Background: an optimization exercise with open tools, aiming at a short achievable clock period and few clock cycles. Do not read the settings as production practice.
Function was checked by simulation only, so behaviour that the tests miss may differ from the original.

===== flow/design.v =====
`timescale 1ns / 1ps
module ALU(
    input [31:0] a,
    input [31:0] b,
    input [3:0] op,
    output reg [31:0] out
    );
    wire [31:0] sum = a + b;
    wire [31:0] dif = a - b;
    wire lt  = ($signed(a) < $signed(b));
    wire ltu = (a < b);
    always @(*) begin
        case (op)
            4'd0:  out = sum;
            4'd1:  out = dif;
            4'd2:  out = a & b;
            4'd3:   out = a | b;
            4'd4:  out = a ^ b;
            4'd5:  out = ~(a | b);
            4'd6:  out = a << b[4:0];
            4'd7:  out = a >> b[4:0];
            4'd8:  out = $signed(a) >>> b[4:0];
            4'd9:  out = {31'd0, lt};
            4'd10: out = {31'd0, ltu};
            4'd11:  out = {b[15:0], 16'd0};
            default:   out = sum;
        endcase
    end
endmodule
`timescale 1ns / 1ps
module CU(
    input [31:0] instr,
    output [4:0] rs,
    output [4:0] rt,
    output use_rs,           
    output use_rt,           
    output wr,               
    output [4:0] waddr,      
    output link,             
    output mf_hi,
    output mf_lo,
    output load,
    output ld_w,
    output ld_h,
    output ld_b,
    output store,
    output st_w,
    output st_h,
    output st_b,
    output mdu,              
    output md_mult,
    output md_multu,
    output md_div,
    output md_divu,
    output md_mthi,
    output md_mtlo,
    output ctl,              
    output br_beq,
    output br_bne,
    output br_blez,
    output br_bgtz,
    output br_bltz,
    output br_bgez,
    output jmp_imm,          
    output jmp_reg,          
    output reg [3:0] aluop,
    output alu_a_rt,         
    output alu_b_sa,         
    output alu_b_rs,         
    output alu_b_imm,        
    output [31:0] immx       
    );
    wire [5:0] op = instr[31:26];
    wire [5:0] fn = instr[5:0];
    assign rs = instr[25:21];
    assign rt = instr[20:16];
    wire [4:0] rd = instr[15:11];
    wire [15:0] imm = instr[15:0];
    wire rtype = (op == 6'b000000);
    wire i_sll  = rtype & (fn == 6'b000000);
    wire i_srl  = rtype & (fn == 6'b000010);
    wire i_sra  = rtype & (fn == 6'b000011);
    wire i_sllv = rtype & (fn == 6'b000100);
    wire i_srlv = rtype & (fn == 6'b000110);
    wire i_srav = rtype & (fn == 6'b000111);
    wire i_jr   = rtype & (fn == 6'b001000);
    wire i_jalr = rtype & (fn == 6'b001001);
    wire i_mfhi = rtype & (fn == 6'b010000);
    wire i_mthi = rtype & (fn == 6'b010001);
    wire i_mflo = rtype & (fn == 6'b010010);
    wire i_mtlo = rtype & (fn == 6'b010011);
    wire i_mult = rtype & (fn == 6'b011000);
    wire i_multu= rtype & (fn == 6'b011001);
    wire i_div  = rtype & (fn == 6'b011010);
    wire i_divu = rtype & (fn == 6'b011011);
    wire i_add  = rtype & (fn == 6'b100000);
    wire i_addu = rtype & (fn == 6'b100001);
    wire i_sub  = rtype & (fn == 6'b100010);
    wire i_subu = rtype & (fn == 6'b100011);
    wire i_and  = rtype & (fn == 6'b100100);
    wire i_or   = rtype & (fn == 6'b100101);
    wire i_xor  = rtype & (fn == 6'b100110);
    wire i_nor  = rtype & (fn == 6'b100111);
    wire i_slt  = rtype & (fn == 6'b101010);
    wire i_sltu = rtype & (fn == 6'b101011);
    wire i_regimm = (op == 6'b000001);
    assign br_bltz = i_regimm & (rt == 5'b00000);
    assign br_bgez = i_regimm & (rt == 5'b00001);
    assign br_beq  = (op == 6'b000100);
    assign br_bne  = (op == 6'b000101);
    assign br_blez = (op == 6'b000110);
    assign br_bgtz = (op == 6'b000111);
    wire i_j    = (op == 6'b000010);
    wire i_jal  = (op == 6'b000011);
    wire i_addi = (op == 6'b001000);
    wire i_addiu= (op == 6'b001001);
    wire i_andi = (op == 6'b001100);
    wire i_ori  = (op == 6'b001101);
    wire i_xori = (op == 6'b001110);
    wire i_lui  = (op == 6'b001111);
    wire i_slti = (op == 6'b001010);
    wire i_sltiu= (op == 6'b001011);
    assign ld_w = (op == 6'b100011);
    assign ld_h = (op == 6'b100001);
    assign ld_b = (op == 6'b100000);
    assign st_w = (op == 6'b101011);
    assign st_h = (op == 6'b101001);
    assign st_b = (op == 6'b101000);
    assign load  = ld_w | ld_h | ld_b;
    assign store = st_w | st_h | st_b;
    wire shift_s = i_sll | i_srl | i_sra;
    wire shift_v = i_sllv | i_srlv | i_srav;
    wire r_cal = i_add | i_addu | i_sub | i_subu | i_and | i_or | i_xor | i_nor |
                 i_slt | i_sltu | shift_s | shift_v;
    wire i_cal = i_addi | i_addiu | i_andi | i_ori | i_xori | i_lui | i_slti | i_sltiu;
    assign md_mult  = i_mult;
    assign md_multu = i_multu;
    assign md_div   = i_div;
    assign md_divu  = i_divu;
    assign md_mthi  = i_mthi;
    assign md_mtlo  = i_mtlo;
    assign mf_hi = i_mfhi;
    assign mf_lo = i_mflo;
    assign mdu = i_mult | i_multu | i_div | i_divu | i_mthi | i_mtlo | i_mfhi | i_mflo;
    assign jmp_imm = i_j | i_jal;
    assign jmp_reg = i_jr | i_jalr;
    assign ctl = br_beq | br_bne | br_blez | br_bgtz | br_bltz | br_bgez | jmp_imm | jmp_reg;
    assign link = i_jal | i_jalr;
    assign use_rs = ~(i_lui | shift_s | i_mfhi | i_mflo | i_j | i_jal);
    assign use_rt = r_cal | i_mult | i_multu | i_div | i_divu | br_beq | br_bne | store;
    wire wr_any = r_cal | i_cal | load | i_mfhi | i_mflo | i_jal | i_jalr;
    assign waddr = (r_cal | i_jalr | i_mfhi | i_mflo) ? rd :
                   i_jal ? 5'd31 : rt;
    assign wr = wr_any & (waddr != 5'd0);
    always @(*) begin
        if (i_sub | i_subu)            aluop = 4'd1;
        else if (i_and | i_andi)       aluop = 4'd2;
        else if (i_or | i_ori)         aluop = 4'd3;
        else if (i_xor | i_xori)       aluop = 4'd4;
        else if (i_nor)                aluop = 4'd5;
        else if (i_sll | i_sllv)       aluop = 4'd6;
        else if (i_srl | i_srlv)       aluop = 4'd7;
        else if (i_sra | i_srav)       aluop = 4'd8;
        else if (i_slt | i_slti)       aluop = 4'd9;
        else if (i_sltu | i_sltiu)     aluop = 4'd10;
        else if (i_lui)                aluop = 4'd11;
        else                           aluop = 4'd0;
    end
    assign alu_a_rt  = shift_s | shift_v;
    assign alu_b_sa  = shift_s;
    assign alu_b_rs  = shift_v;
    assign alu_b_imm = ~r_cal;
    wire sext = ~(i_andi | i_ori | i_lui);
    assign immx = {{16{sext & imm[15]}}, imm};
endmodule
`timescale 1ns / 1ps
module GRF(
    input clk,
    input rst,
    input we,
    input [4:0] waddr,
    input [31:0] wdata,
    input [4:0] ra0,
    input [4:0] ra1,
    input [4:0] ra2,
    input [4:0] ra3,
    output [31:0] rd0,
    output [31:0] rd1,
    output [31:0] rd2,
    output [31:0] rd3
    );
    reg [31:0] r [1:31];
    integer i;
    always @(posedge clk) begin
        if (rst) begin
            for (i = 1; i < 32; i = i + 1) r[i] <= 32'd0;
        end else if (we && waddr != 5'd0) begin
            r[waddr] <= wdata;
        end
    end
    assign rd0 = (ra0 == 5'd0) ? 32'd0 : r[ra0];
    assign rd1 = (ra1 == 5'd0) ? 32'd0 : r[ra1];
    assign rd2 = (ra2 == 5'd0) ? 32'd0 : r[ra2];
    assign rd3 = (ra3 == 5'd0) ? 32'd0 : r[ra3];
endmodule
`timescale 1ns / 1ps
module IM #(parameter NQ = 8) (
    input clk,
    input rst,
    input fill,
    input [31:0] fill_a,
    input [31:0] fill_d,
    input [31:0] ra,             
    output [31:0] rd0,
    output [31:0] rd1,
    input [NQ*32-1:0] qa,
    output [NQ-1:0] qhit
    );
    reg        cv [0:127];
    reg [5:0]  ct [0:127];
    reg [31:0] cd0 [0:63];
    reg [31:0] cd1 [0:63];
    wire fill_ok = fill & (fill_a[31:15] == 17'd0);
    integer i;
    always @(posedge clk) begin
        if (rst) begin
            for (i = 0; i < 128; i = i + 1) cv[i] <= 1'b0;
        end else if (fill_ok) begin
            cv[fill_a[8:2]] <= 1'b1;
        end
    end
    always @(posedge clk) begin
        if (fill_ok) begin
            ct[fill_a[8:2]] <= fill_a[14:9];
            if (fill_a[2]) cd1[fill_a[8:3]] <= fill_d;
            else           cd0[fill_a[8:3]] <= fill_d;
        end
    end
    wire [5:0] ra_n = ra[8:3] + 6'd1;
    assign rd0 = ra[2] ? cd1[ra[8:3]] : cd0[ra[8:3]];
    assign rd1 = ra[2] ? cd0[ra_n] : cd1[ra[8:3]];
    genvar g;
    generate
        for (g = 0; g < NQ; g = g + 1) begin : q
            wire [31:0] a = qa[g*32 +: 32];
            assign qhit[g] = (a[31:15] == 17'd0) & cv[a[8:2]] & (ct[a[8:2]] == a[14:9]);
        end
    endgenerate
endmodule
`timescale 1ns / 1ps
module MDU(
    input clk,
    input reset,
    input do_mult,
    input do_multu,
    input do_div,
    input do_divu,
    input do_mthi,
    input do_mtlo,
    input [31:0] a,
    input [31:0] b,
    output busy,
    output [31:0] hi,
    output [31:0] lo
    );
    reg [31:0] hi_r, lo_r;
    reg        hi_neg, lo_neg;
    assign hi = hi_neg ? -hi_r : hi_r;
    assign lo = lo_neg ? -lo_r : lo_r;
    wire ms = do_mult;
    wire signed [32:0] ma = {ms & a[31], a};
    wire signed [32:0] mb = {ms & b[31], b};
    wire signed [65:0] prod = ma * mb;
    reg        dbusy;
    reg [2:0]  dcnt;
    reg [31:0] drem, dsr, dden;
    reg        dnegq, dnegr;
    wire sa = do_div & a[31];
    wire sb = do_div & b[31];
    wire [31:0] ua = sa ? -a : a;
    wire [31:0] ub = sb ? -b : b;
    reg [2:0] c0;
    always @(*) begin
        if (ub[31:28] != 4'd0)      c0 = 3'd0;
        else if (ub[27:24] != 4'd0) c0 = 3'd1;
        else if (ub[23:20] != 4'd0) c0 = 3'd2;
        else if (ub[19:16] != 4'd0) c0 = 3'd3;
        else if (ub[15:12] != 4'd0) c0 = 3'd4;
        else if (ub[11:8] != 4'd0)  c0 = 3'd5;
        else if (ub[7:4] != 4'd0)   c0 = 3'd6;
        else                        c0 = 3'd7;
    end
    reg [31:0] rem_init, sr_init;
    always @(*) begin
        case (c0)
            3'd0: begin rem_init = {4'd0,  ua[31:4]};  sr_init = {ua[3:0],  28'd0}; end
            3'd1: begin rem_init = {8'd0,  ua[31:8]};  sr_init = {ua[7:0],  24'd0}; end
            3'd2: begin rem_init = {12'd0, ua[31:12]}; sr_init = {ua[11:0], 20'd0}; end
            3'd3: begin rem_init = {16'd0, ua[31:16]}; sr_init = {ua[15:0], 16'd0}; end
            3'd4: begin rem_init = {20'd0, ua[31:20]}; sr_init = {ua[19:0], 12'd0}; end
            3'd5: begin rem_init = {24'd0, ua[31:24]}; sr_init = {ua[23:0], 8'd0};  end
            3'd6: begin rem_init = {28'd0, ua[31:28]}; sr_init = {ua[27:0], 4'd0};  end
            default: begin rem_init = 32'd0;           sr_init = ua;            end
        endcase
    end
    reg [31:0] r_s, q_s;
    reg [32:0] t, d;
    integer k;
    always @(*) begin
        r_s = drem;
        q_s = dsr;
        for (k = 0; k < 4; k = k + 1) begin
            t = {r_s, q_s[31]};
            d = t - {1'b0, dden};
            if (!d[32]) begin
                r_s = d[31:0];
                q_s = {q_s[30:0], 1'b1};
            end else begin
                r_s = t[31:0];
                q_s = {q_s[30:0], 1'b0};
            end
        end
    end
    assign busy = dbusy;
    always @(posedge clk) begin
        if (reset) begin
            hi_r <= 32'd0;
            lo_r <= 32'd0;
            hi_neg <= 1'b0;
            lo_neg <= 1'b0;
            dbusy <= 1'b0;
            dcnt <= 3'd0;
        end else begin
            if (dbusy) begin
                drem <= r_s;
                dsr <= q_s;
                dcnt <= dcnt - 3'd1;
                if (dcnt == 3'd0) begin
                    dbusy <= 1'b0;
                    hi_r <= r_s;
                    lo_r <= q_s;
                    hi_neg <= dnegr;
                    lo_neg <= dnegq;
                end
            end
            if (do_mult | do_multu) begin
                hi_r <= prod[63:32];
                lo_r <= prod[31:0];
                hi_neg <= 1'b0;
                lo_neg <= 1'b0;
            end
            if (do_mthi) begin hi_r <= a; hi_neg <= 1'b0; end
            if (do_mtlo) begin lo_r <= a; lo_neg <= 1'b0; end
            if (do_div | do_divu) begin
                dbusy <= 1'b1;
                dcnt <= c0;
                drem <= rem_init;
                dsr <= sr_init;
                dden <= ub;
                dnegq <= sa ^ sb;
                dnegr <= sa;
            end
        end
    end
endmodule
`timescale 1ns / 1ps
module mips(
    input clk,
    input reset,
    input [31:0] i_inst_rdata,
    input [31:0] m_data_rdata,
    output [31:0] i_inst_addr,
    output [31:0] m_data_addr,
    output [31:0] m_data_wdata,
    output [3:0] m_data_byteen,
    output [31:0] m_inst_addr,
    output w_grf_we,
    output [4:0] w_grf_addr,
    output [31:0] w_grf_wdata,
    output [31:0] w_inst_addr
    );
    reg rst_r;
    always @(posedge clk) rst_r <= reset;
    wire rst_q = reset | rst_r;
    reg [31:0] pc;               
    reg        pend_v;           
    reg [31:0] pend_t;
    reg        mb_v;             
    reg [31:0] mb_a, mb_d;
    reg [31:0] pf;               
    reg [31:0] pfp;              
    reg [31:0] m_addr, m_wdata, m_spc, m_res, m_wpc;
    reg [3:0]  m_be;
    reg        m_we, m_ld, m_lw, m_lh, m_lb;
    reg [4:0]  m_waddr;
    reg [31:0] w_data, w_pc;
    reg        w_we;
    reg [4:0]  w_addr;
    assign i_inst_addr   = pf;
    assign m_data_addr   = m_addr;
    assign m_data_wdata  = m_wdata;
    assign m_data_byteen = m_be;
    assign m_inst_addr   = m_spc;
    assign w_grf_we      = w_we;
    assign w_grf_addr    = w_addr;
    assign w_grf_wdata   = w_data;
    assign w_inst_addr   = w_pc;
    wire [31:0] pc4 = pc + 32'd4;
    wire [31:0] pc8 = pc + 32'd8;
    wire [31:0] pc12 = pc + 32'd12;
    wire [31:0] pend_t4 = pend_t + 32'd4;
    wire [31:0] tgt0;
    wire [31:0] tgt0_4 = tgt0 + 32'd4;
    wire [31:0] pfp4 = pfp + 32'd4;
    wire [31:0] pfp8 = pfp + 32'd8;
    wire [31:0] pfp12 = pfp + 32'd12;
    wire [31:0] pfp16 = pfp + 32'd16;
    wire [31:0] c_rd0, c_rd1;
    wire [11:0] qhit;
    IM #(.NQ(12)) icache(
        .clk(clk), .rst(rst_r),
        .fill(mb_v), .fill_a(mb_a), .fill_d(mb_d),
        .ra(pc), .rd0(c_rd0), .rd1(c_rd1),
        .qa({pfp12, pfp8, pfp4, pfp, tgt0_4, tgt0, pend_t4, pend_t, pc12, pc8, pc4, pc}),
        .qhit(qhit)
    );
    function have;
        input hit;
        input [31:0] a;
        input bv;
        input [31:0] ba;
        input [31:0] fa;
        have = hit | (bv & (ba == a)) | (fa == a);
    endfunction
    wire h_pc    = have(qhit[0], pc, mb_v, mb_a, pf);
    wire h_pc4   = have(qhit[1], pc4, mb_v, mb_a, pf);
    wire h_pc8   = have(qhit[2], pc8, mb_v, mb_a, pf);
    wire h_pc12  = have(qhit[3], pc12, mb_v, mb_a, pf);
    wire h_pt    = have(qhit[4], pend_t, mb_v, mb_a, pf);
    wire h_pt4   = have(qhit[5], pend_t4, mb_v, mb_a, pf);
    wire h_t0    = have(qhit[6], tgt0, mb_v, mb_a, pf);
    wire h_t04   = have(qhit[7], tgt0_4, mb_v, mb_a, pf);
    wire h_p0    = have(qhit[8], pfp, mb_v, mb_a, pf);
    wire h_p4    = have(qhit[9], pfp4, mb_v, mb_a, pf);
    wire h_p8    = have(qhit[10], pfp8, mb_v, mb_a, pf);
    wire h_p12   = have(qhit[11], pfp12, mb_v, mb_a, pf);
    wire mb0 = mb_v & (mb_a == pc);
    wire mb1 = mb_v & (mb_a == pc4);
    wire av0 = mb0 | qhit[0];
    wire av1 = mb1 | qhit[1];
    wire [31:0] ir0 = mb0 ? mb_d : c_rd0;
    wire [31:0] ir1 = mb1 ? mb_d : c_rd1;
    wire [4:0] rs0, rt0, wa0, rs1, rt1, wa1;
    wire ur0s, ur0t, wr0, link0, mfhi0, mflo0, ld0, lw0, lh0, lb0, st0, sw0, sh0, sb0;
    wire mdu0, mult0, multu0, div0, divu0, mthi0, mtlo0, ctl0, beq0, bne0, blez0, bgtz0, bltz0, bgez0, ji0, jr0;
    wire ar0, bsa0, brs0, bim0;
    wire [3:0] aop0;
    wire [31:0] imm0;
    CU dec0(
        .instr(ir0), .rs(rs0), .rt(rt0), .use_rs(ur0s), .use_rt(ur0t), .wr(wr0), .waddr(wa0),
        .link(link0), .mf_hi(mfhi0), .mf_lo(mflo0),
        .load(ld0), .ld_w(lw0), .ld_h(lh0), .ld_b(lb0), .store(st0), .st_w(sw0), .st_h(sh0), .st_b(sb0),
        .mdu(mdu0), .md_mult(mult0), .md_multu(multu0), .md_div(div0), .md_divu(divu0),
        .md_mthi(mthi0), .md_mtlo(mtlo0),
        .ctl(ctl0), .br_beq(beq0), .br_bne(bne0), .br_blez(blez0), .br_bgtz(bgtz0),
        .br_bltz(bltz0), .br_bgez(bgez0), .jmp_imm(ji0), .jmp_reg(jr0),
        .aluop(aop0), .alu_a_rt(ar0), .alu_b_sa(bsa0), .alu_b_rs(brs0), .alu_b_imm(bim0), .immx(imm0)
    );
    wire ur1s, ur1t, wr1, link1, mfhi1, mflo1, ld1, lw1, lh1, lb1, st1, sw1, sh1, sb1;
    wire mdu1, mult1, multu1, div1, divu1, mthi1, mtlo1, ctl1, beq1, bne1, blez1, bgtz1, bltz1, bgez1, ji1, jr1;
    wire ar1, bsa1, brs1, bim1;
    wire [3:0] aop1;
    wire [31:0] imm1;
    CU dec1(
        .instr(ir1), .rs(rs1), .rt(rt1), .use_rs(ur1s), .use_rt(ur1t), .wr(wr1), .waddr(wa1),
        .link(link1), .mf_hi(mfhi1), .mf_lo(mflo1),
        .load(ld1), .ld_w(lw1), .ld_h(lh1), .ld_b(lb1), .store(st1), .st_w(sw1), .st_h(sh1), .st_b(sb1),
        .mdu(mdu1), .md_mult(mult1), .md_multu(multu1), .md_div(div1), .md_divu(divu1),
        .md_mthi(mthi1), .md_mtlo(mtlo1),
        .ctl(ctl1), .br_beq(beq1), .br_bne(bne1), .br_blez(blez1), .br_bgtz(bgtz1),
        .br_bltz(bltz1), .br_bgez(bgez1), .jmp_imm(ji1), .jmp_reg(jr1),
        .aluop(aop1), .alu_a_rt(ar1), .alu_b_sa(bsa1), .alu_b_rs(brs1), .alu_b_imm(bim1), .immx(imm1)
    );
    wire mem0 = ld0 | st0;
    wire mem1 = ld1 | st1;
    wire [31:0] rf0s, rf0t, rf1s, rf1t;
    GRF grf(
        .clk(clk), .rst(rst_r),
        .we(w_we), .waddr(w_addr), .wdata(w_data),
        .ra0(rs0), .ra1(rt0), .ra2(rs1), .ra3(rt1),
        .rd0(rf0s), .rd1(rf0t), .rd2(rf1s), .rd3(rf1t)
    );
    function [31:0] fwd;
        input [4:0] r;
        input [31:0] rfv;
        input mw;
        input [4:0] ma;
        input [31:0] mv;
        input ww;
        input [4:0] wa;
        input [31:0] wv;
        fwd = (r == 5'd0) ? 32'd0 :
              (mw && ma == r) ? mv :
              (ww && wa == r) ? wv : rfv;
    endfunction
    wire [31:0] va0 = fwd(rs0, rf0s, m_we, m_waddr, m_res, w_we, w_addr, w_data);
    wire [31:0] vb0 = fwd(rt0, rf0t, m_we, m_waddr, m_res, w_we, w_addr, w_data);
    wire [31:0] va1 = fwd(rs1, rf1s, m_we, m_waddr, m_res, w_we, w_addr, w_data);
    wire [31:0] vb1 = fwd(rt1, rf1t, m_we, m_waddr, m_res, w_we, w_addr, w_data);
    wire mdu_busy;
    wire mload = m_we & m_ld;
    wire haz0 = (mload & ((ur0s & (m_waddr == rs0)) | (ur0t & (m_waddr == rt0)))) | (mdu0 & mdu_busy);
    wire haz1 = (mload & ((ur1s & (m_waddr == rs1)) | (ur1t & (m_waddr == rt1)))) | (mdu1 & mdu_busy);
    wire dep10 = wr0 & ((ur1s & (rs1 == wa0)) | (ur1t & (rt1 == wa0)));
    wire go0 = av0 & ~haz0;
    wire go1 = go0 & av1 & ~haz1 & ~pend_v & ~ctl1 & ~dep10 &
               ~(wr0 & wr1) & ~(wr0 & st1) & ~(mem0 & mem1) & ~(mdu0 & mdu1);
    wire eq0 = (va0 == vb0);
    wire taken0 = beq0 & eq0 | bne0 & ~eq0 |
                  blez0 & (va0[31] | (va0 == 32'd0)) |
                  bgtz0 & ~va0[31] & (va0 != 32'd0) |
                  bltz0 & va0[31] | bgez0 & ~va0[31] | ji0 | jr0;
    assign tgt0 = ji0 ? {4'b0, ir0[25:0], 2'b00} :
                  jr0 ? va0 :
                  pc4 + {imm0[29:0], 2'b00};
    reg [31:0] pc_n, pend_t_n;
    reg pend_v_n;
    always @(*) begin
        pc_n = pc;
        pend_v_n = pend_v;
        pend_t_n = pend_t;
        if (go0) begin
            if (pend_v) begin
                pc_n = pend_t;
                pend_v_n = 1'b0;
            end else if (ctl0) begin
                if (go1) pc_n = taken0 ? tgt0 : pc8;
                else begin
                    pc_n = pc4;
                    pend_v_n = taken0;
                    pend_t_n = tgt0;
                end
            end else begin
                pc_n = go1 ? pc8 : pc4;
            end
        end
    end
    reg [31:0] np1, np2;
    reg hn1, hn2;
    always @(*) begin
        if (!go0) begin
            np1 = pc; hn1 = h_pc;
            if (pend_v) begin np2 = pend_t; hn2 = h_pt; end
            else begin np2 = pc4; hn2 = h_pc4; end
        end else if (pend_v) begin
            np1 = pend_t; hn1 = h_pt;
            np2 = pend_t4; hn2 = h_pt4;
        end else if (ctl0 & go1) begin
            if (taken0) begin np1 = tgt0; hn1 = h_t0; np2 = tgt0_4; hn2 = h_t04; end
            else begin np1 = pc8; hn1 = h_pc8; np2 = pc12; hn2 = h_pc12; end
        end else if (ctl0) begin
            np1 = pc4; hn1 = h_pc4;
            if (taken0) begin np2 = tgt0; hn2 = h_t0; end
            else begin np2 = pc8; hn2 = h_pc8; end
        end else if (go1) begin
            np1 = pc8; hn1 = h_pc8; np2 = pc12; hn2 = h_pc12;
        end else begin
            np1 = pc4; hn1 = h_pc4; np2 = pc8; hn2 = h_pc8;
        end
    end
    wire [31:0] win = pfp - pc;
    wire in_win = (win[31:8] == 24'd0);
    reg [31:0] pf_n, pfp_n;
    always @(*) begin
        if (!hn1) begin
            pf_n = np1; pfp_n = np1 + 32'd4;
        end else if (!hn2) begin
            pf_n = np2; pfp_n = np2 + 32'd4;
        end else if (!in_win) begin
            pf_n = np2 + 32'd4; pfp_n = np2 + 32'd8;
        end else if (!h_p0) begin
            pf_n = pfp; pfp_n = pfp4;
        end else if (!h_p4) begin
            pf_n = pfp4; pfp_n = pfp8;
        end else if (!h_p8) begin
            pf_n = pfp8; pfp_n = pfp12;
        end else if (!h_p12) begin
            pf_n = pfp12; pfp_n = pfp16;
        end else begin
            pf_n = pfp16; pfp_n = pfp16 + 32'd4;
        end
    end
    wire [31:0] alu0_a = ar0 ? vb0 : va0;
    wire [31:0] alu0_b = bsa0 ? {27'd0, ir0[10:6]} : brs0 ? {27'd0, va0[4:0]} : bim0 ? imm0 : vb0;
    wire [31:0] alu1_a = ar1 ? vb1 : va1;
    wire [31:0] alu1_b = bsa1 ? {27'd0, ir1[10:6]} : brs1 ? {27'd0, va1[4:0]} : bim1 ? imm1 : vb1;
    wire [31:0] alu0_o, alu1_o;
    ALU alu0(.a(alu0_a), .b(alu0_b), .op(aop0), .out(alu0_o));
    ALU alu1(.a(alu1_a), .b(alu1_b), .op(aop1), .out(alu1_o));
    wire [31:0] hi, lo;
    wire m_s1 = ~mdu0;
    MDU mdu(
        .clk(clk), .reset(rst_r),
        .do_mult(go0 & mult0 | go1 & mult1), .do_multu(go0 & multu0 | go1 & multu1),
        .do_div(go0 & div0 | go1 & div1), .do_divu(go0 & divu0 | go1 & divu1),
        .do_mthi(go0 & mthi0 | go1 & mthi1), .do_mtlo(go0 & mtlo0 | go1 & mtlo1),
        .a(m_s1 ? va1 : va0), .b(m_s1 ? vb1 : vb0),
        .busy(mdu_busy), .hi(hi), .lo(lo)
    );
    wire [31:0] res0 = link0 ? pc8 : mfhi0 ? hi : mflo0 ? lo : alu0_o;
    wire [31:0] res1 = mfhi1 ? hi : mflo1 ? lo : alu1_o;
    wire ms1 = ~mem0;                        
    wire [31:0] maddr = ms1 ? (va1 + imm1) : (va0 + imm0);
    wire [31:0] sdata = ms1 ? vb1 : vb0;
    wire s_w = ms1 ? sw1 : sw0;
    wire s_h = ms1 ? sh1 : sh0;
    wire s_b = ms1 ? sb1 : sb0;
    wire s_go = ms1 ? (go1 & st1) : (go0 & st0);
    reg [3:0] be_x;
    reg [31:0] wd_x;
    always @(*) begin
        be_x = 4'b0000;
        wd_x = sdata;
        if (s_w) be_x = 4'b1111;
        else if (s_h) begin
            case (maddr[1:0])
                2'd0: be_x = 4'b0011;
                2'd2: begin be_x = 4'b1100; wd_x = sdata << 16; end
                default: be_x = 4'b0000;
            endcase
        end else if (s_b) begin
            case (maddr[1:0])
                2'd0: be_x = 4'b0001;
                2'd1: begin be_x = 4'b0010; wd_x = sdata << 8; end
                2'd2: begin be_x = 4'b0100; wd_x = sdata << 16; end
                default: begin be_x = 4'b1000; wd_x = sdata << 24; end
            endcase
        end
    end
    wire ws1 = ~(go0 & wr0);
    wire we_x = (go0 & wr0) | (go1 & wr1);
    reg [31:0] ld_data;
    always @(*) begin
        if (m_lw) ld_data = m_data_rdata;
        else if (m_lh) ld_data = m_addr[1] ? {{16{m_data_rdata[31]}}, m_data_rdata[31:16]}
                                           : {{16{m_data_rdata[15]}}, m_data_rdata[15:0]};
        else case (m_addr[1:0])
            2'd0: ld_data = {{24{m_data_rdata[7]}},  m_data_rdata[7:0]};
            2'd1: ld_data = {{24{m_data_rdata[15]}}, m_data_rdata[15:8]};
            2'd2: ld_data = {{24{m_data_rdata[23]}}, m_data_rdata[23:16]};
            default: ld_data = {{24{m_data_rdata[31]}}, m_data_rdata[31:24]};
        endcase
    end
    always @(posedge clk) begin
        if (rst_q) begin
            m_be <= 4'd0;
            w_we <= 1'b0;
        end else begin
            m_be <= s_go ? be_x : 4'd0;
            w_we <= m_we;
        end
    end
    always @(posedge clk) begin
        if (rst_r) begin
            pc <= 32'h3000;
            pend_v <= 1'b0;
            pend_t <= 32'd0;
            mb_v <= 1'b0;
            mb_a <= 32'd0;
            mb_d <= 32'd0;
            pf <= 32'h3000;
            pfp <= 32'h3004;
            m_we <= 1'b0;
            m_ld <= 1'b0;
            m_lw <= 1'b0; m_lh <= 1'b0; m_lb <= 1'b0;
            m_waddr <= 5'd0;
            m_addr <= 32'd0; m_wdata <= 32'd0; m_spc <= 32'd0; m_res <= 32'd0; m_wpc <= 32'd0;
            w_addr <= 5'd0;
            w_data <= 32'd0;
            w_pc <= 32'd0;
        end else begin
            pc <= pc_n;
            pend_v <= pend_v_n;
            pend_t <= pend_t_n;
            mb_v <= 1'b1;
            mb_a <= pf;
            mb_d <= i_inst_rdata;
            pf <= pf_n;
            pfp <= pfp_n;
            m_we <= we_x;
            m_waddr <= ws1 ? wa1 : wa0;
            m_res <= ws1 ? res1 : res0;
            m_wpc <= ws1 ? pc4 : pc;
            m_ld <= ws1 ? ld1 : ld0;
            m_lw <= ws1 ? lw1 : lw0;
            m_lh <= ws1 ? lh1 : lh0;
            m_lb <= ws1 ? lb1 : lb0;
            m_addr <= maddr;
            m_wdata <= wd_x;
            m_spc <= ms1 ? pc4 : pc;
            w_addr <= m_waddr;
            w_data <= m_ld ? ld_data : m_res;
            w_pc <= m_wpc;
        end
    end
endmodule

===== flow/run.sh =====
#!/bin/bash
# synth_recipe.tcl (not shown) runs the flow's synth.tcl, then flattens the netlist and writes it again
# the make line also repeats each setting of config.mk as NAME=value (left out here)
make -C /OpenROAD-flow-scripts/flow DESIGN_CONFIG=/design/flow/config.mk WORK_HOME=/design/flow/orfs CLKGATE_MAP_FILE= SYNTH_SCRIPT=/design/flow/synth_recipe.tcl finish

===== flow/config.mk =====
export PLATFORM = sky130hd
export DESIGN_NAME = mips
export DESIGN_NICKNAME = mips
export VERILOG_FILES = /design/flow/design.v
export SDC_FILE = /design/flow/constraint.sdc
export NUM_CORES = 8
export LEC_CHECK = 0
export CAP_MARGIN = 20
export CORE_MARGIN = 2
export CORE_UTILIZATION = 40
export SLEW_MARGIN = 20

===== flow/constraint.sdc =====
create_clock -name core_clock -period 98.0 [get_ports {clk}]
set_input_delay 19.6000 -clock core_clock [delete_from_list [all_inputs] [get_ports {clk}]]
set_output_delay 19.6000 -clock core_clock [all_outputs]
set_load 0.01 [all_outputs]

==> impl_results.md <==
* Outcome: failed layout checks
* SO Faults: antenna violations, max-capacitance violations, max-slew violations
* Site row count at 411
* Min-Delay Path Class: reg -> reg
* Die Span Y at 1125 um
* R2R depth at 94
* Clock Tree Buf Depth at 5
* Area fraction of the dominant cell type after synthesis at 0.3574
* Setup crit end: mdu.hi_r[2]$_SDFFE_PP0P_
* RR Endpoint: mdu.hi_r[2]$_SDFFE_PP0P_
* Element type at the critical path end: flop
* TNS Setup at 0 ns
* Worst Path Arrival at 26.29 ns
* Number of max-cap violations at 2
* # setup viols final at 0
* CTS Hold Bufs at 0
* Crit path largest cell delay at 0.65 ns
* Setup slack, reg-to-reg at 72.71 ns
* Vias in the first global route at 419,100
* Compound-Gate Fraction of Synth Area at 0.1018
* Total global-route track usage at 0.4785
* IO Pins at 268
* Via count at 458,600
* Worst hold slack at 0.4421 ns
* Fin. max-slew vios at 12
* CTS tree: yes
* Post-synthesis instance area at 0.5029 sq mm
* Vias/cell at 7.581
* DR DRC count at 0
* H-tree depth at 6
* Cts bufs inserted at 771
* Slew headroom at -0.02336
* RePlAce Congestion at 1.071
* Top-count cell post-synth: edfxtp_1
* Synth-to-Final Area Change at 11.12%
* Xor and xnor area share after synthesis at 0.02831
* Final Skew at 0.2740 ns
* Distinct cells, synth at 139
* Post-Synth Adder-Cell Area at 0.06205
* First-pass GRT wire length at 4,090,000 um
* RR Startpoint: mdu.dden[1]$_DFFE_PP_
* Hpwl dp at 2,131,000 um
* IO buf count at 267
* Min-Delay Path Depth at 1
* Final Hold Violating Endpoints at 0
* Avg Cell Area, Syn at 11.51 sq um
* Layout cell share with drive strength beyond 1 at 0.2255
* Clk Latency, worst-skew pair at 1.42 ns
* Setup bufs post-CTS at 0
* Multiplexer share of the synthesized area at 0.2534
* Most used cell, CP: o21ai_0
* Largest family of logic cells by synthesized area: multiplexers
* Core Region at 1.253 sq mm
* First-pass detailed-route iteration total at 13
* FFs w/ async S/R, synth at 0
* Root buf cell: clkbuf_16
* Min cycle time layout at 25.29 ns
* Number of synthesized register bits at 6,634
* Fmax at 39.55 MHz
* Antenna Violating Nets Remaining at 2
* Die Width at 1125 um
* Iter 0 DRT Violations at 91,450
* Warnings from Yosys at 6
* DR WL/cell at 51.82 um
* DRT Wirelength at 3,134,000 um
* Largest net degree at the start of global routing at 138
* Sequential share of the synthesized area at 0.3832
* EDFF count, synth at 5,986
* Tcrit/Tclk final at 0.2580
* Synth Flop Type: edfxtp_1
* CP Launch Point: mdu.dden[1]$_DFFE_PP_
* Antenna violations before repair at 511
* CTS Sinks at 6,634
* Grt ovf at 0
* Commonest cells in the netlist: 5,986 x edfxtp_1, 4,951 x nand2_1, 4,643 x mux4_2
* Slowest CP cell: a2111oi_0
* Final #Nets at 44,280
* CTS resizes at 0
* Largest cells by area after synthesis: edfxtp_1 36%, mux4_2 21%, fa_1 4.5%, mux2i_1 3.9%, nand2_1 3.7%
* Slew at the pin closest to its max-slew limit at 1.535 ns
* Clock Pin Slew Worst Setup and Hold Paths at 0.06 ns
* Unrepaired setup endpoints after global routing: no
* Cells after Synth at 43,680
* Startpoint type of the worst setup path: flop
* Synth area leader: edfxtp_1
* CP max FO at 39
* Total die area at 1.266 sq mm
* Initial core utilization at 0.4015
* Data required, critical path at 99.00 ns
* WS Path Type: reg -> reg
* Post-Synth Simple-Gate Area at 0.1169
worst min path at each step:
stage,startpoint,end,slack (ns)
6_report,m_wpc[5]$_SDFF_PP0_,w_pc[5]$_SDFF_PP0_,0.44
5_1_grt,m_wpc[4]$_SDFF_PP0_,w_pc[4]$_SDFF_PP0_,0.45
4_1_cts,m_wpc[11]$_SDFF_PP0_,w_pc[11]$_SDFF_PP0_,0.44
3_5_place_dp,m_wpc[30]$_SDFF_PP0_,w_pc[30]$_SDFF_PP0_,0.43
3_3_place_gp,m_wpc[5]$_SDFF_PP0_,w_pc[5]$_SDFF_PP0_,0.42
2_1_floorplan,m_wpc[10]$_SDFF_PP0_,w_pc[10]$_SDFF_PP0_,0.41
final cells by class:
type                        count  area (sq um)
clock inverter                472          5066
tap                         16730         20930
multi-input combinational   30510        289000
inverter                     1871          7084
sequential                   6634        193000
clock buffer                  937         20280
antenna                       726          1817
timing repair buffer         2613         21610
fill                       114500        693900
worst max-delay path, delay by kind of cell (launching register included):
kind	cells	cell delay, ns
multiplexers	4	1.45
AND/OR/NAND/NOR	13	2.19
flip-flops	1	0.49
adder cells (fa/ha/maj)	4	1.44
AO/OA/AOI/OAI	64	15.88
XOR/XNOR	4	1.43
buffers and inverters	5	2.07
sequential cells by signal (all words and copies together) (netlist names), 32 cells and up, named ones only:
register and count:
mdu.dden 32, m_res 32, grf.r 1024, w_pc 32
pfp 32, mdu.hi_r 32, icache.cd0 2048, icache.cv 128
pc 32, mdu.lo_r 32, pend_t 32, m_wdata 32
pf 32, m_addr 32, w_data 32, icache.ct 768
mb_d 32, m_spc 32, icache.cd1 2048, mdu.drem 32
mb_a 32, mdu.dsr 32
cell families after synthesis:
logic type	Yosys count
compound gates	7575
xor+xnor	1618
fa+ha+maj	1813
buf+inv	6562
flops	6634
mux	6884
other cells	1
simple gates	12590
per-layer routing:
metal	part of all wire	vias to the layer above	track usage
met5	0.00078	-	0.007140
met3	0.16	11960	0.2224
met4	0.099	197	0.3689
li1	-	164800	-
met1	0.35	234000	0.5897
met2	0.39	47630	0.6452
stage by stage:
step / worst slack, ns / std cells / cell area (sq um) / utilization
3_5_place_dp: 73.51 / 58340 / 531200 / 0.4240
2_1_floorplan: 77.12 / 43710 / 503000 / -
6_report: 72.71 / 60490 / 558800 / 0.4461
5_1_grt: 70.60 / 59970 / 557500 / 0.4451
3_3_place_gp: 71.75 / 58310 / 530400 / 0.4234
4_1_cts: 73.39 / 59750 / 556500 / 0.4443
placed cells by master (no fill, tap or decap), types with 436 or more instances in the layout:
master        n
a211oi_1    769
a21oi_1    1620
a31oi_1     496
and2_1     1013
and3_1      436
buf_4      2227
clkbuf_16   780
dfxtp_1     557
diode_2     726
edfxtp_1   5986
fa_1       1134
ha_1        672
inv_1      1817
mux2i_1    1918
mux4_2     4643
nand2_1    4904
nand3_1    1359
nor2_1     2003
nor3_1      836
o21ai_0    1109
xnor2_1    1001
xor2_1      528
Testbench counts, summed over its fixed seeds: cycles 62,100.

-- separate check: timing with driven ports --
The results above use ideal ports. As a check the final layout listed here was re-extracted and re-timed, cells and wires unchanged. Step 1 sets driving cells, clkbuf_16 on the clock port and buf_2 on the other inputs (assumed; they add their load-dependent delay and slew). Step 2 also shifts input and output timing later by t, the mid clock arrival at the registers, as if the neighbouring blocks saw the same clock. a / b / c = ideal ports / drivers / drivers and shift; a / b = the first two.
t, ns: 1.472
setup WS [ns]: 72.714 / 72.714 / 72.714
worst setup path after step 2: register to register
latest minus earliest clock arrival (ns): 0.280 / 0.281
worst register clock-pin slew, ns: 0.08 / 0.08
The setup slack of this run moves by 0.000 ns with the drivers and by 0.000 ns with both steps.
